This design comes from an exercise in tuning for small area and a short achievable clock period on the open sky130 flow, not from production work.
No run shown here included a check of the RTL's function; only the layout flow was run.

## flow/design.v (module list and top-level ports; edited modules follow where they fit)
// module mac_corner: 2397 lines
// module mac_edge: 2397 lines
// module mac_inner: 2872 lines
// module pe_os: 34 lines
// module systolic_array_os: 158 lines
module systolic_array_os #(
    DATA_WIDTH = 16,
    ACC_WIDTH = 64
    )(
    input logic clk,
    input logic rstn,
    input logic acc_en,
    input logic signed [DATA_WIDTH-1:0] data_0_i,
    input logic signed [DATA_WIDTH-1:0] data_1_i,
    input logic signed [DATA_WIDTH-1:0] data_2_i,
    input logic signed [DATA_WIDTH-1:0] data_3_i,
    input logic signed [DATA_WIDTH-1:0] weight_0_i,
    input logic signed [DATA_WIDTH-1:0] weight_1_i,
    input logic signed [DATA_WIDTH-1:0] weight_2_i,
    input logic signed [DATA_WIDTH-1:0] weight_3_i,
    output logic signed [ACC_WIDTH-1:0] acc_res_pe0_o,
    output logic signed [ACC_WIDTH-1:0] acc_res_pe1_o,
    output logic signed [ACC_WIDTH-1:0] acc_res_pe2_o,
    output logic signed [ACC_WIDTH-1:0] acc_res_pe3_o,
    output logic signed [ACC_WIDTH-1:0] acc_res_pe4_o,
    output logic signed [ACC_WIDTH-1:0] acc_res_pe5_o,
    output logic signed [ACC_WIDTH-1:0] acc_res_pe6_o,
    output logic signed [ACC_WIDTH-1:0] acc_res_pe7_o,
    output logic signed [ACC_WIDTH-1:0] acc_res_pe8_o,
    output logic signed [ACC_WIDTH-1:0] acc_res_pe9_o,
    output logic signed [ACC_WIDTH-1:0] acc_res_pe10_o,
    output logic signed [ACC_WIDTH-1:0] acc_res_pe11_o,
    output logic signed [ACC_WIDTH-1:0] acc_res_pe12_o,
    output logic signed [ACC_WIDTH-1:0] acc_res_pe13_o,
    output logic signed [ACC_WIDTH-1:0] acc_res_pe14_o,
    output logic signed [ACC_WIDTH-1:0] acc_res_pe15_o
    );
  // ...
==> flow/flow/run.sh <==
#!/bin/bash
# Layout flow: the standard flow, except that synthesis skips the quick
# ABC pass inside Yosys's "synth" command (synth -noabc).  That pass remaps the
# full adders the RTL spells out gate by gate; without it extract_fa finds them
# as written, with no inverters between them.  Everything else (the rest of
# ORFS's synthesis script, synth_recipe.tcl's flatten and renaming, and the
# layout steps) is the standard flow's own.
set -euo pipefail
sed 's/yosys synth -nofsm -noshare /yosys synth -nofsm -noshare -noabc /' synth_recipe.tcl > noabc_synth.tcl
grep -q -- '-noabc' noabc_synth.tcl
sed "s#SYNTH_SCRIPT=[^ ]*#SYNTH_SCRIPT=$PWD/noabc_synth.tcl#" standard.sh > noabc_standard.sh
grep -q 'noabc_synth.tcl' noabc_standard.sh
bash noabc_standard.sh synth > synth.log 2>&1
bash standard.sh > layout.log 2>&1
==> flow/standard.sh <==
#!/bin/bash
# synth_recipe.tcl (not shown) runs the flow's synth.tcl, then flattens the netlist and writes it again
# the make line also repeats each setting of config.mk as NAME=value (left out here)
make -C /OpenROAD-flow-scripts/flow DESIGN_CONFIG=/design/flow/config.mk WORK_HOME=/design/flow/orfs CLKGATE_MAP_FILE= SYNTH_SCRIPT=/design/flow/synth_recipe.tcl "${@:-finish}"
==> flow/config.mk <==
export PLATFORM = sky130hd
export DESIGN_NAME = systolic_array_os
export DESIGN_NICKNAME = systolic_array_os
export VERILOG_FILES = /design/flow/design.v
export SDC_FILE = /design/flow/constraint.sdc
export NUM_CORES = 8
export LEC_CHECK = 0
export CAP_MARGIN = 20
export CORE_MARGIN = 2
export CORE_UTILIZATION = 40
export SETUP_SLACK_MARGIN = 4.0
export SLEW_MARGIN = 20
==> flow/constraint.sdc <==
create_clock -name core_clock -period 10.0 [get_ports {clk}]
set_input_delay 2.0000 -clock core_clock [delete_from_list [all_inputs] [get_ports {clk}]]
set_output_delay 2.0000 -clock core_clock [all_outputs]
set_load 0.01 [all_outputs]
==> reports/qor.csv, run 1 <==
metric,value,unit
result of the run,"complete, no violations",
number of buffers on the longest clock path,4,
post-detailed-placement half-perimeter wirelength,420,mm
Post-Layout Cell Count,24400,
grt met2 use,0.428,
Core Rows,244,
non-clock buffer total of the final layout,2813,
core utilization of the finished layout,0.510,
cell-by-cell trace of the critical path,buf_6 -> buf_16 -> and2_4 -> fa_2 -> fa_2 -> fa_2 -> fa_2 -> fa_1 -> fa_1 -> nand2b_4 -> fa_1 -> ha_4 -> a21oi_2 -> o211ai_1 -> o31ai_2 -> buf_4 -> o21ai_4 -> a21oi_4 -> buf_6 -> o21ai_4 -> a31oi_1 -> nand3b_1 -> o2111ai_2 -> xor2_1,
capturing point of the worst reg2reg path,pe_15.genblk1.g_mac.u_mac.acc_rn[40]$_DFF_PN1_,
Num CTS Buffers,182,
number of sequential cells,1309,
"Slew Viols, Final",0,
number of buffers inserted by post-CTS setup repair,1174,
most common library cell in the layout ignoring fill and taps,nand2_1,
number of global-route vias before repair,144000,
register share of the cell area,0.159,
# clk buffers,236,
crit-path leading delay family,adder cells,
clock root buffer,clkbuf_16,
Max Cap Viol,0,
final instance area,225000,um2
largest contributor to cell area by class,multi-input combinational cells,
total congestion overflow,0,
met3 usage,0.0592,
capturing instance or port of the critical path,pe_15.genblk1.g_mac.u_mac.acc_rn[40]$_DFF_PN1_,
total number of multi-input combinational cells,12400,
WHS Endpoint,pe_1.data_o[12]$_DFFE_PP_,
combinational family with the most area after synthesis,adder cells,
global-route wire length before repair,896,mm
achievable frequency,152,MHz
==> run 2: changes to the inputs <==
--- a/flow/config.mk
+++ b/flow/config.mk
@@ -9,3 +9,3 @@
 export CORE_MARGIN = 2
-export CORE_UTILIZATION = 40
+export CORE_UTILIZATION = 60
 export SETUP_SLACK_MARGIN = 4.0
==> run 2 against run 1 <==
  * Hold slack better by 0.038 ns
  * Critical path depth decreased by 8
  * Fmax decreased by 1.9%
  * Setup slack lost 0.13 ns
  * Clock skew decreased by 0.040 ns
  * Die area decreased by 33%
  * Routed wire length decreased by 4.1%
  * Global-route usage up 11 points
  * Critical endpoint is now acc_res_pe2_o[51]
==> reports/qor.csv, run 2 <==
metric,value,unit,change
dpl ws,2.00,ns,was 1.90 ns
Core Rows,199,,was 244
die area,301000,um2,was 450000 um2
global-route wire length before repair,859,mm,was 896 mm
global-route layer with the greatest usage,met2,,unchanged
netlist area before placement,178000,um2,unchanged
Num CTS Buffers,168,,was 182
Top-Level Pins,1155,,unchanged
IO buf count,1154,,unchanged
mux share of post-synthesis cell area,0.000113,,unchanged
post-detailed-placement half-perimeter wirelength,388,mm,was 420 mm
CP Max Fanout,6,,was 4
total congestion overflow,0,,unchanged
synth top area cells,"fa_1 (46%), dfstp_2 (14%), nand2_1 (8.3%)",,unchanged
clock sink count,1309,,unchanged
most repeated cell in the gate-level netlist after synthesis,fa_1,,unchanged
initial antenna violation count,61,,was 55
type of element capturing the critical path,output port,,was register
Layout Nets,23500,,was 23400
area share of the largest cell type after synthesis,0.464,,unchanged
Starting Density,0.604,,was 0.402
Die Span X,548,um,was 671 um
top flip-flop cell by instance count after synthesis,dfstp_2,,unchanged
Post-Syn Instances,16300,,unchanged
"Slew Viols, Final",0,,unchanged
number of remaining DRC errors,0,,unchanged
maximum number of pins on one net before global-route repair,146,,was 151
TritonCTS clock tree,built,,unchanged
most common library cell in the layout ignoring fill and taps,nand2_1,,unchanged
total of warnings raised by yosys,8,,unchanged
fraction of layout instances using a drive strength above 1,0.277,,was 0.269
post-synthesis area per instance,10.9,um2,unchanged
cts hold-fix bufs,0,,unchanged
Max Cap Viol,0,,unchanged
Worst EP arrival,4.72,ns,was 7.40 ns
global router's overall resource usage,0.377,,was 0.262
wire per inst,25.4,um,was 24.4 um
die span in y,548,um,was 671 um
worst hold slack,0.529,ns,was 0.491 ns
combinational family with the most area after synthesis,adder cells,,unchanged
Placeable Area,294000,um2,was 442000 um2
crit start category,register,,unchanged
transition time at the pin with the least slew margin,1.23,ns,was 1.21 ns
Final Wtd Congestion,0.935,,was 0.899
share of synthesized area occupied by flip-flops and latches,0.202,,unchanged
post-placement cell count,20500,,was 22500
number of detailed-routing iterations run before antenna repair,20,,was 15
required time of the worst setup path,8.00,ns,was 10.80 ns
RSZ-0062 raised after global routing,yes,,unchanged
number of global-route vias before repair,145000,,was 144000
H-tree depth,4,,unchanged
Initial DRC Count,12100,,was 9452
unique cell type count in the Yosys netlist,98,,unchanged
biggest area consumer among synthesized cells,fa_1,,unchanged
Compound-Gate Fraction of Synth Area,0.0420,,unchanged
achievable frequency,149,MHz,was 152 MHz
worst hold path type,reg -> reg,,unchanged
area share of fa/ha/maj cells after synthesis,0.525,,unchanged
synth cell count leaders,"fa_1 (4122), nand2_1 (3908), inv_1 (1562)",,unchanged
worst skew pair latency,0.92,ns,was 0.94 ns
final antenna-violating net count,0,,unchanged
grt met2 use,0.598,,was 0.428
Post-Layout Cell Count,22500,,was 24400
Clock transition at path regs,0.06,ns,about the same
Final Hold Viols,0,,unchanged
count of vias placed by the detailed router,133000,,was 130000
setup-violating endpoint count in the final report,0,,unchanged
setup slack of the critical path after layout,3.28,ns,was 3.41 ns
met3 usage,0.100,,was 0.0592
number of buffers on the longest clock path,4,,unchanged
wire length after detailed routing,571,mm,was 595 mm
final critical-path share of the clock period,0.672,,was 0.659
number of flip-flops and latches in the synthesized netlist,1309,,unchanged
via/cell ratio,5.92,,was 5.32
clock root buffer,clkbuf_16,,unchanged
fraction of registers with async set or reset after synthesis,0.707,,unchanged
Post-Synth XOR/XNOR Area,0.0284,,unchanged
met1 routing resource usage after global routing,0.473,,was 0.328
worst max-slew margin expressed relative to the limit,0.176,,was 0.193
worst setup path class,reg -> out,,was reg -> reg
Simple-Gate Fraction of Synth Area,0.142,,unchanged
final setup skew,0.0613,ns,was 0.101 ns
result of the run,"complete, no violations",,unchanged
Layout area overhead,25.7,%,was 26.7%
number of flops mapped to enable cells by yosys,384,,unchanged
"commonest cells after routing, fill and taps aside","nand2_1 (3766), fa_1 (3452), inv_1 (1509)",,"was nand2_1 (3802), fa_1 (3539), inv_1 (1505)"
minimum period implied by the final worst setup slack,6.72,ns,was 6.59 ns
setup TNS after final layout,0,ns,unchanged
-- run 2: cell count changes in the layout (fill, tap and decap cells not counted), moves of 13 or more --
cell	change
buf_6	+56
clkbuf_16	-13
nand2_1	-36
buf_4	+55
nand2_4	+17
fa_2	+87
fa_1	-87
clkdlybuf4s50_1	+14
nand2_2	+19
-- run 2: area by class of cell --
class | instances | area, um2
multi-input cells | 12400 | 141000
fillers | 19200 | 70800
flip-flops and latches | 1309 | 35800
repair buffers | 2936 | 29600
inverters | 1564 | 5960
well taps | 3919 | 4900
clock buffers | 217 | 4620
clock inverters | 86 | 1080
diodes | 34 | 85.1
repair inverters | 2 | 17.5
-- run 2: final timing paths --
check / from / end / slack, ns / cells past startpoint
min in group asynchronous: rstn / pe_1.genblk1.g_mac.u_mac.s_rn[13]$_DFF_PN1_ / 1.52 / 1
worst min register to register: pe_4.weight_o[14]$_DFFE_PP_ / pe_8.weight_o[14]$_DFFE_PP_ / 0.53 / 0
worst min-delay path: pe_4.weight_o[14]$_DFFE_PP_ / pe_8.weight_o[14]$_DFFE_PP_ / 0.53 / 0
worst max-delay path: pe_2.genblk1.g_mac.u_mac.c_rn[7]$_DFF_PN1_ / acc_res_pe2_o[51] / 3.28 / 16
worst max register to register: pe_2.weight_o[15]$_DFFE_PP_ / pe_6.genblk1.g_mac.u_mac.acc_rn[45]$_DFF_PN1_ / 3.46 / 22
max in group asynchronous: rstn / pe_8.genblk1.g_mac.u_mac.s_rn[37]$_DFF_PN1_ / 6.90 / 3
-- run 2: critical path, stage by stage (launching register included) --
cell      delay [ns]
dfstp_2         0.57
ha_4            0.21
o41a_1          0.37
a211o_1         0.35
a31oi_4         0.24
a31oi_4         0.18
a211o_4         0.42
a41oi_4         0.33
o21a_1          0.19
nand2b_4        0.15
a21oi_2         0.06
a31oi_2         0.18
buf_4           0.16
buf_6           0.10
buf_6           0.09
buf_8           0.11
buf_6           0.10
-- run 2: layer usage --
layer,part of all wire,routed length (um)
met1,0.36,203000
met3,0.10,58100
met4,0.067,38100
met5,0.00055,315
met2,0.48,271000
-- run 2: stage by stage --
step	util	area (um2)
4_1_cts	0.737	217000
3_3_place_gp	0.652	192000
3_5_place_dp	0.652	192000
5_1_grt	0.759	223000
2_1_floorplan	-	180000
6_report	0.759	224000
-- run 2: what timing repair did --
action / 4_1_cts / 5_1_grt
buffers inserted: 1286 / 305
endpoints found under the setup margin: 768 / 598
cloned: 21 / 6
resized for setup: 2862 / 1208
hold endpoints to repair: 0 / 0
pin swaps: 833 / 747
-- run 2: cells by family (layout without fill, tap and decap cells) --
family,count (synthesis),after routing
AOI/OAI and AO/OA,1123,1123
muxes,2,2
adders and majority gates,4991,4991
buffers and inverters,2578,4805
xor gates and xnor gates,576,576
DFF,1309,1309
other,2,55
and+or+nand+nor,5721,5722

==> re-timing with driven ports <==
The results above use ideal ports. As a check the final layouts listed here were re-extracted and re-timed, cells and wires unchanged. Step 1: set_driving_cell puts a clkbuf_16 on clk and a buf_2 on each other input, an assumption about the parent block. Step 2 moves the port delays by t, midway between the first and last clock arrival at a register: inputs arrive t later, outputs are due t later. That takes back most of the time a late clock gives input paths. Slacks: ideal / step 1 / step 2; pairs: ideal / step 1.
run	t (ns)	setup slack, ns	worst hold slack (ns)	worst data-port slew with drivers (ns)
run 1	1.024	3.405 / 3.307 / 2.376	0.491 / 0.491 / 0.491	0.43
run 2	1.010	3.279 / 3.156 / 2.813	0.529 / 0.529 / 0.529	0.23
After both steps every run listed still meets setup and hold. For run 1, which loses most, drivers alone change the setup slack by -0.098 ns; drivers and shift together by -1.029 ns.
